This is an optimization exercise on Yosys and OpenROAD, whose aim is small area and a short achievable clock period, not a production implementation. In this exercise RTL edits were held to simulation tests only and were not proved equivalent to the original.

Setup of north:
==> module CS, before the edit <==
module CS(clk, reset, X, Y);
	input clk, reset;
	input [7:0] X;
	output [9:0] Y;
	reg [7:0] X9;                    
	reg rq;                          
	reg [7:0] P0, P1, P2, P3, P4, P5, P6, P7, P8;
	reg [11:0] NT;                   
	wire [11:0] T = ~NT;
	reg [3:0] cnt;                   
	always @(negedge clk) begin
		X9 <= X;
		rq <= reset;
	end
	wire [7:0] sub = (cnt[3] & cnt[0]) ? P0 : 8'd0;
	wire [11:0] Ta;
	wire tac;
	radd #(12) u_ta(T, {4'b0000, X9}, 1'b0, Ta, tac);
	wire [11:0] Tn;
	wire tnc;
	radd #(12) u_tn(Ta, {4'b1111, ~sub}, 1'b1, Tn, tnc);
	always @(posedge clk) begin
		P0 <= P1; P1 <= P2; P2 <= P3; P3 <= P4; P4 <= P5;
		P5 <= P6; P6 <= P7; P7 <= P8; P8 <= X9;
		if (rq) begin
			NT <= 12'hfff;
			cnt <= 4'd0;
		end else begin
			NT <= ~Tn;
			if (cnt != 4'd9)
				cnt <= cnt + 4'd1;
		end
	end
	wire [5:0] s1 = T[11:6];
	wire [6:0] v;
	radd #(6) u_v(s1, T[5:0], 1'b0, v[5:0], v[6]);
	reg [3:0] q2;
	always @(*) begin
		if (v >= 7'd90) q2 = 4'd10;
		else if (v >= 7'd81) q2 = 4'd9;
		else if (v >= 7'd72) q2 = 4'd8;
		else if (v >= 7'd63) q2 = 4'd7;
		else if (v >= 7'd54) q2 = 4'd6;
		else if (v >= 7'd45) q2 = 4'd5;
		else if (v >= 7'd36) q2 = 4'd4;
		else if (v >= 7'd27) q2 = 4'd3;
		else if (v >= 7'd18) q2 = 4'd2;
		else if (v >= 7'd9) q2 = 4'd1;
		else q2 = 4'd0;
	end
	wire [6:0] dq;                   
	wire dqc;
	radd #(6) u_dq({2'b00, q2}, ~s1, 1'b1, dq[5:0], dqc);
	assign dq[6] = ~dqc;
	wire [7:0] avg;
	wire ac;
	assign avg[2:0] = dq[2:0];
	radd #(5) u_avg(s1[4:0], {dq[6], dq[6:3]}, 1'b0, avg[7:3], ac);
	wire [8:0] le;
	cmple u_c0(P0, avg, le[0]);
	cmple u_c1(P1, avg, le[1]);
	cmple u_c2(P2, avg, le[2]);
	cmple u_c3(P3, avg, le[3]);
	cmple u_c4(P4, avg, le[4]);
	cmple u_c5(P5, avg, le[5]);
	cmple u_c6(P6, avg, le[6]);
	cmple u_c7(P7, avg, le[7]);
	cmple u_c8(P8, avg, le[8]);
	wire [71:0] w = {P8, P7, P6, P5, P4, P3, P2, P1, P0};
	reg [8:0] c, hit, b;
	reg [7:0] appr;
	integer i, k;
	always @(*) begin
		c = le;
		for (k = 7; k >= 0; k = k - 1) begin
			for (i = 0; i < 9; i = i + 1)
				b[i] = w[8*i + k];
			hit = c & b;
			appr[k] = |hit;
			c = appr[k] ? hit : c;
		end
	end
	wire [11:0] Sa;
	wire sac;
	radd #(12) u_sa(T, {4'b0000, appr}, 1'b0, Sa, sac);
	wire yc;
	radd #(10) u_y({sac, Sa[11:3]}, {2'b00, appr}, 1'b0, Y, yc);
endmodule
export LEC_CHECK = 0
export CAP_MARGIN = 20
export CORE_MARGIN = 2
export CORE_UTILIZATION = 40
export SLEW_MARGIN = 20
create_clock -name core_clock -period 70.0 [get_ports {clk}]
standard.sh (not shown) runs the stock make flow with config.mk's settings and CLKGATE_MAP_FILE= SYNTH_SCRIPT=/design/flow/synth_recipe.tcl, a recipe that flattens the netlist after the stock synthesis.
==> flow/flow/run.sh <==
#!/bin/bash
# Own flow: the standard layout (standard.sh) with these changes:
# - synthesis (flow/synth.tcl) maps the logic with an area-oriented ABC script
#   (flow/area.abc) and extracts only full adders; registers are mapped
#   exactly as in the standard synthesis;
# - ports are buffered with buf_1;
# - the clock tree uses clkbuf_4/clkbuf_8 and no dummy loads.
# make's output goes to flow_make.log, each step's own log to orfs/logs/.
set -euo pipefail
here=$(pwd)
export OWN_ABC_SCRIPT=$here/flow/area.abc
bash standard.sh SYNTH_SCRIPT=$here/flow/synth.tcl \
  BUFFER_PORTS_ARGS="-buffer_cell sky130_fd_sc_hd__buf_1" \
  CTS_ARGS="-sink_clustering_enable -repair_clock_nets -dont_use_dummy_load -buf_list {sky130_fd_sc_hd__clkbuf_4 sky130_fd_sc_hd__clkbuf_8}" \
   finish > $here/flow_make.log 2>&1
==> flow/flow/area.abc <==
strash
ifraig
resub -K 8 -N 2
refactor -z
rewrite -z
&get -n
&deepsyn -T 60
&put
dch -f
amap
topo
==> flow/flow/synth.tcl <==
# Standard synthesis (synth_recipe.tcl) with two changes: ABC maps with an
# area-oriented script (flow/area.abc) instead of ORFS's own, and only full
# adders (not half adders) are extracted into adder cells.
proc synth {args} { yosys synth -nofsm -noshare {*}$args }
proc abc {args} {
  set i [lsearch -exact $args -script]
  if {$i >= 0} { lset args [expr {$i + 1}] $::env(OWN_ABC_SCRIPT) }
  yosys abc {*}$args
}
proc extract_fa {args} {
  if {[lsearch -exact $args -fa] < 0 && [lsearch -exact $args -ha] < 0} { set args [concat -fa $args] }
  yosys extract_fa {*}$args
}
source $::env(SCRIPTS_DIR)/synth.tcl
# left out here: clear keep_hierarchy, flatten, clean up, hide names made inside functions, write 1_2_yosys.v
#### Input delta (east over north)
--- a/flow/design.v
+++ b/flow/design.v
@@ -2,14 +2,13 @@
 	input clk, reset;
 	input [7:0] X;
 	output [9:0] Y;
 	reg [7:0] X9;                    
 	reg rq;                          
 	reg [7:0] P0, P1, P2, P3, P4, P5, P6, P7, P8;
-	reg [11:0] NT;                   
-	wire [11:0] T = ~NT;
+	reg [11:0] T;                    
 	reg [3:0] cnt;                   
 	always @(negedge clk) begin
 		X9 <= X;
 		rq <= reset;
 	end
 	wire [7:0] sub = (cnt[3] & cnt[0]) ? P0 : 8'd0;
@@ -20,16 +19,16 @@
 	wire tnc;
 	radd #(12) u_tn(Ta, {4'b1111, ~sub}, 1'b1, Tn, tnc);
 	always @(posedge clk) begin
 		P0 <= P1; P1 <= P2; P2 <= P3; P3 <= P4; P4 <= P5;
 		P5 <= P6; P6 <= P7; P7 <= P8; P8 <= X9;
 		if (rq) begin
-			NT <= 12'hfff;
+			T <= 12'd0;
 			cnt <= 4'd0;
 		end else begin
-			NT <= ~Tn;
+			T <= Tn;
 			if (cnt != 4'd9)
 				cnt <= cnt + 4'd1;
 		end
 	end
 	wire [5:0] s1 = T[11:6];
 	wire [6:0] v;
### Flow results
On east: met2 layer usage reported by global route is 0.43 points lower than what north gave. The simple-gate portion of the synthesized area number comes out higher for east vs north. | final-layout non-clock buffer area share | north vs east | ≈ equal |. east against north; via count is up slightly. east — number of placed instances with taps included 2.3% lower, north as reference. Row multi-input gate share of the layout cell area: east higher / north lower. east went all the way through synthesis, placement and routing and the layout is clean on timing, DRC and antenna. Total detailed-routing wirelength: east > north. Delta (east minus north): final cell count lost 17, area growth from synthesis to layout neither gained nor lost much. east and north ended up with nearly the same share of synthesized cell area in full adder, half adder and majority cells. Changes observed in east relative to north: core utilization roughly the same, worst slack after detailed placement roughly the same, met3 capacity usage during global routing higher. The run showing the greater cell area after layout is east.
